What follows belongs to an exercise in optimizing a design on an open flow for small area, a short achievable clock period and few clock cycles per item; a production flow would make more cautious choices. Function was checked by simulation only, so behaviour that the tests miss may differ from the original.

the baseline:
## geofence
module geofence ( clk,reset,X,Y,valid,is_inside);
    input clk;
    input reset;
    input [9:0] X;
    input [9:0] Y;
    output reg valid;
    output reg is_inside;
    reg [3:0] cnt;           
    reg [9:0] ox, oy;        
    reg wsx, wsy, rsx, rsy, lsx, lsy;
    reg [9:0] wmx, wmy, rmx, rmy, lmx, lmy;
    reg wzx, wzy, rzx, rzy, lzx, lzy;
    reg full;
    wire signed [10:0] dx = $signed({1'b0, X}) - $signed({1'b0, ox});
    wire signed [10:0] dy = $signed({1'b0, Y}) - $signed({1'b0, oy});
    wire [9:0] ax = dx[10] ? -dx[9:0] : dx[9:0];
    wire [9:0] ay = dy[10] ? -dy[9:0] : dy[9:0];
    wire r_s1 = rsx ^ wsy, r_s2 = rsy ^ wsx;
    wire l_s1 = lsx ^ wsy, l_s2 = lsy ^ wsx;
    wire r_z = (rzx | wzy) & (rzy | wzx);
    wire l_z = (lzx | wzy) & (lzy | wzx);
    wire dr_cin = !r_s1;
    wire dl_cin = !l_s1;
  ...
Size: about 1500 cells after synthesis, roughly 0.016 mm² of cells after synthesis.
Settings: LEC_CHECK=0, CAP_MARGIN=20, CORE_MARGIN=2, CORE_UTILIZATION=40, SETUP_SLACK_MARGIN=4.0, SLEW_MARGIN=20; clock period 11.0 ns.
run.sh (not shown) runs the stock make flow with config.mk's settings and CLKGATE_MAP_FILE= SYNTH_SCRIPT=/design/flow/synth_recipe.tcl, a recipe that flattens the netlist after the stock synthesis.
The baseline went all the way through synthesis, placement and routing and the layout is clean on timing, DRC and antenna.
Testbench counts of the baseline, summed over its fixed seeds: cycles 20,369, items 2,400.
The inputs of the candidate differ from those of the baseline as listed below.
- SETUP_SLACK_MARGIN changed from 4.0 to 5
- TNS_END_PERCENT newly set to 0
--- outcome ---
Reported for the candidate and the baseline, number of inverters outside the clock class in the layout turned out identical to the last digit.
[compare] base=the baseline new=the candidate: cell count moved up, core region area neither gained nor lost much.
Compared with the baseline, the candidate shows number of ordinary and repair buffers in the finished layout that has gone up by more than half.

Starting RTL as in the previous note.
==> flow/config.mk <==
export PLATFORM = sky130hd
export DESIGN_NAME = geofence
export DESIGN_NICKNAME = geofence
export VERILOG_FILES = /design/flow/design.v
export SDC_FILE = /design/flow/constraint.sdc
export NUM_CORES = 4
export LEC_CHECK = 0
export CAP_MARGIN = 20
export CORE_MARGIN = 2
export CORE_UTILIZATION = 40
export SETUP_SLACK_MARGIN = 5
export SLEW_MARGIN = 20
export TNS_END_PERCENT = 20
==> flow/constraint.sdc <==
create_clock -name core_clock -period 11.0 [get_ports {clk}]
set_input_delay 2.2000 -clock core_clock [delete_from_list [all_inputs] [get_ports {clk}]]
set_output_delay 2.2000 -clock core_clock [all_outputs]
set_load 0.01 [all_outputs]
The first run completed with no timing, DRC or antenna violations.
Testbench counts at the start, summed over its fixed seeds: cycles 20,369, items 2,400.
Next try:
==> flow/flow/run.sh (new file) <==
#!/bin/bash
set -euo pipefail
grep -q 'SETUP_SLACK_MARGIN=5 ' standard.sh
sed 's/SETUP_SLACK_MARGIN=5 /SETUP_SLACK_MARGIN=5.5 /' standard.sh > flow_standard.sh
bash flow_standard.sh > layout.log 2>&1
==> flow/standard.sh (new file) <==
#!/bin/bash
# synth_recipe.tcl (not shown) runs the flow's synth.tcl, then flattens the netlist and writes it again
# the make line also repeats each setting of config.mk as NAME=value (left out here)
make -C /OpenROAD-flow-scripts/flow DESIGN_CONFIG=/design/flow/config.mk WORK_HOME=/design/flow/orfs CLKGATE_MAP_FILE= SYNTH_SCRIPT=/design/flow/synth_recipe.tcl "${@:-finish}"
ABC_AREA = 1   (was not set)
TNS_END_PERCENT = not set   (was 20)
removed: flow/run.sh
The new run finished with timing, DRC and antenna clean.
Global-route usage grows by 0.58 points.
Count of clock-buffer cells in the layout went down by 1.
Next try:
==> flow/run.sh (new file) <==
#!/bin/bash
# synth_recipe.tcl (not shown) runs the flow's synth.tcl, then flattens the netlist and writes it again
# the make line also repeats each setting of config.mk as NAME=value (left out here)
make -C /OpenROAD-flow-scripts/flow DESIGN_CONFIG=/design/flow/config.mk WORK_HOME=/design/flow/orfs CLKGATE_MAP_FILE= SYNTH_SCRIPT=/design/flow/synth_recipe.tcl finish
removed: flow/flow/run.sh
removed: flow/standard.sh
What happened: Synthesized cell count is unchanged; count of clock-buffer cells in the layout climbs by 3; die area stays the same; worst setup slack is about the same; sequential cell count stays the same; hold slack stays flat.

Another version of the RTL of geofence (not shown whole).
Size: ~1900 cells after synthesis, about 100 flip-flops, roughly 24 I/O pins.
clock: 11.0 ns
lec_check: 0
abc_area: 1
cap_margin: 20
core_margin: 2
core_utilization: 40
setup_slack_margin: 5
slew_margin: 20
tns_end_percent: 0
Stock flow here: none of the scripts above is used.
The baseline passed the timing, DRC and antenna checks.
Testbench counts at the start, summed over its fixed seeds: cycles 20,369, items 2,400.
Then changed:
--- a/flow/config.mk
+++ b/flow/config.mk
@@ -13,2 +13 @@
 export SLEW_MARGIN = 20
-export TNS_END_PERCENT = 0
Cell area is higher by 0.39%.
Routed wire length stays flat.
Clock-buffer cell count is higher by 1.
Setup slack hardly moves.
Sequential share of layout area is about the same.
Core utilization is higher by 0.18 points.
Register-to-register slack is about the same.

geofence with an RTL version that a note above also has.
For scale: ~1500 cells after synthesis, roughly 99 flip-flops, ~24 I/O pins, roughly 0.016 mm^2 of cells after synthesis.
## geofence
module geofence ( clk,reset,X,Y,valid,is_inside);
    input clk;
    input reset;
    input [9:0] X;
    input [9:0] Y;
    output reg valid;
    output reg is_inside;
    reg [3:0] cnt;           
    reg [9:0] ox, oy;        
    reg wsx, wsy, rsx, rsy, lsx, lsy;
    reg [9:0] wmx, wmy, rmx, rmy, lmx, lmy;
    reg wzx, wzy, rzx, rzy, lzx, lzy;
    reg full;
    wire signed [10:0] dx = $signed({1'b0, X}) - $signed({1'b0, ox});
    wire signed [10:0] dy = $signed({1'b0, Y}) - $signed({1'b0, oy});
    wire [9:0] ax = dx[10] ? -dx[9:0] : dx[9:0];
    wire [9:0] ay = dy[10] ? -dy[9:0] : dy[9:0];
    wire r_s1 = rsx ^ wsy, r_s2 = rsy ^ wsx;
    wire l_s1 = lsx ^ wsy, l_s2 = lsy ^ wsx;
    wire r_z = (rzx | wzy) & (rzy | wzx);
    wire l_z = (lzx | wzy) & (lzy | wzx);
    wire dr_cin = !r_s1;
    wire dl_cin = !l_s1;
  ...
Settings: LEC_CHECK=0, CAP_MARGIN=20, CORE_MARGIN=2, CORE_UTILIZATION=40, SETUP_SLACK_MARGIN=4.5, SLEW_MARGIN=20; clock period 11.0 ns.
Testbench counts at the start, summed over its fixed seeds: cycles 20,369, items 2,400.
==> next run, changes <==
==> flow/flow/run.sh (new file) <==
#!/bin/bash
set -euo pipefail
grep -q 'SETUP_SLACK_MARGIN=5 ' standard.sh
sed 's/SETUP_SLACK_MARGIN=5 /SETUP_SLACK_MARGIN=6.5 /' standard.sh > flow_standard.sh
bash flow_standard.sh > layout.log 2>&1
==> flow/standard.sh (new file) <==
#!/bin/bash
# synth_recipe.tcl (not shown) runs the flow's synth.tcl, then flattens the netlist and writes it again
# the make line also repeats each setting of config.mk as NAME=value (left out here)
make -C /OpenROAD-flow-scripts/flow DESIGN_CONFIG=/design/flow/config.mk WORK_HOME=/design/flow/orfs CLKGATE_MAP_FILE= SYNTH_SCRIPT=/design/flow/synth_recipe.tcl "${@:-finish}"
Settings changed: ABC_AREA from default to 1, SETUP_SLACK_MARGIN 4.5 to 5.
removed: flow/run.sh
Outcome: Global-route usage came out higher by 0.74 points. Cell area came out higher by 5.7%. Final cell count came out higher by 21%. Register-to-register slack is better by 0.47 ns. Clock-buffer cell count is unchanged.
==> next run, changes <==
==> flow/run.sh (new file) <==
#!/bin/bash
# synth_recipe.tcl (not shown) runs the flow's synth.tcl, then flattens the netlist and writes it again
# the make line also repeats each setting of config.mk as NAME=value (left out here)
make -C /OpenROAD-flow-scripts/flow DESIGN_CONFIG=/design/flow/config.mk WORK_HOME=/design/flow/orfs CLKGATE_MAP_FILE= SYNTH_SCRIPT=/design/flow/synth_recipe.tcl finish
Settings changed: ABC_AREA 1 to default.
removed: flow/flow/run.sh
removed: flow/standard.sh
Result:
- sequential share of layout area came out higher by 1.0 points
- utilization came out lower by 1.2 points
- worst hold slack got worse by 0.0032 ns
- routed wire length came out lower by 8.5%
- clock-buffer cell count came out higher by 1
- die area came out lower by 3.6%
- maximum frequency came out lower by 5.9%

==> what the ideal ports hide <==
Ports are ideal in the flow. The routed layouts listed here were re-timed in OpenROAD.
Step 1 assumes that a clkbuf_16 drives the clock port and a buf_2 every other input.
Step 2 also shifts input and output timing later by t, the mid clock arrival at the registers, as if the neighbouring blocks saw the same clock.
Slacks: ideal ports / drivers / drivers and shift; pairs: ideal ports / drivers.
| run | t, ns | slack for setup (ns) | hold slack, ns | worst setup path after step 2 |
|---|---|---|---|---|
| the baseline | 0.397 | 4.242 / 4.242 / 4.242 | 0.496 / 0.496 / 0.496 | register to register |
| the candidate | 0.384 | 4.638 / 4.638 / 4.638 | 0.491 / 0.491 / 0.491 | register to register |
| the first run of note 2 | 0.387 | 4.662 / 4.662 / 4.662 | 0.492 / 0.492 / 0.492 | register to register |
| the second run of note 2 | 0.394 | 5.088 / 5.088 / 5.088 | 0.475 / 0.475 / 0.475 | register to register |
| the third run of note 2 | 0.393 | 5.085 / 5.085 / 5.085 | 0.473 / 0.473 / 0.473 | register to register |
| the first run of note 3 | 0.394 | 5.191 / 5.191 / 5.191 | 0.495 / 0.495 / 0.495 | register to register |
| the second run of note 3 | 0.385 | 5.193 / 5.193 / 5.193 | 0.488 / 0.488 / 0.488 | register to register |
| the first run of note 4 | 0.383 | 4.600 / 4.600 / 4.600 | 0.514 / 0.514 / 0.514 | register to register |
| the second run of note 4 | 0.401 | 5.071 / 5.071 / 5.071 | 0.494 / 0.494 / 0.494 | register to register |
| the third run of note 4 | 0.383 | 4.697 / 4.697 / 4.697 | 0.490 / 0.490 / 0.490 | register to register |
After both steps every run listed still meets setup and hold.
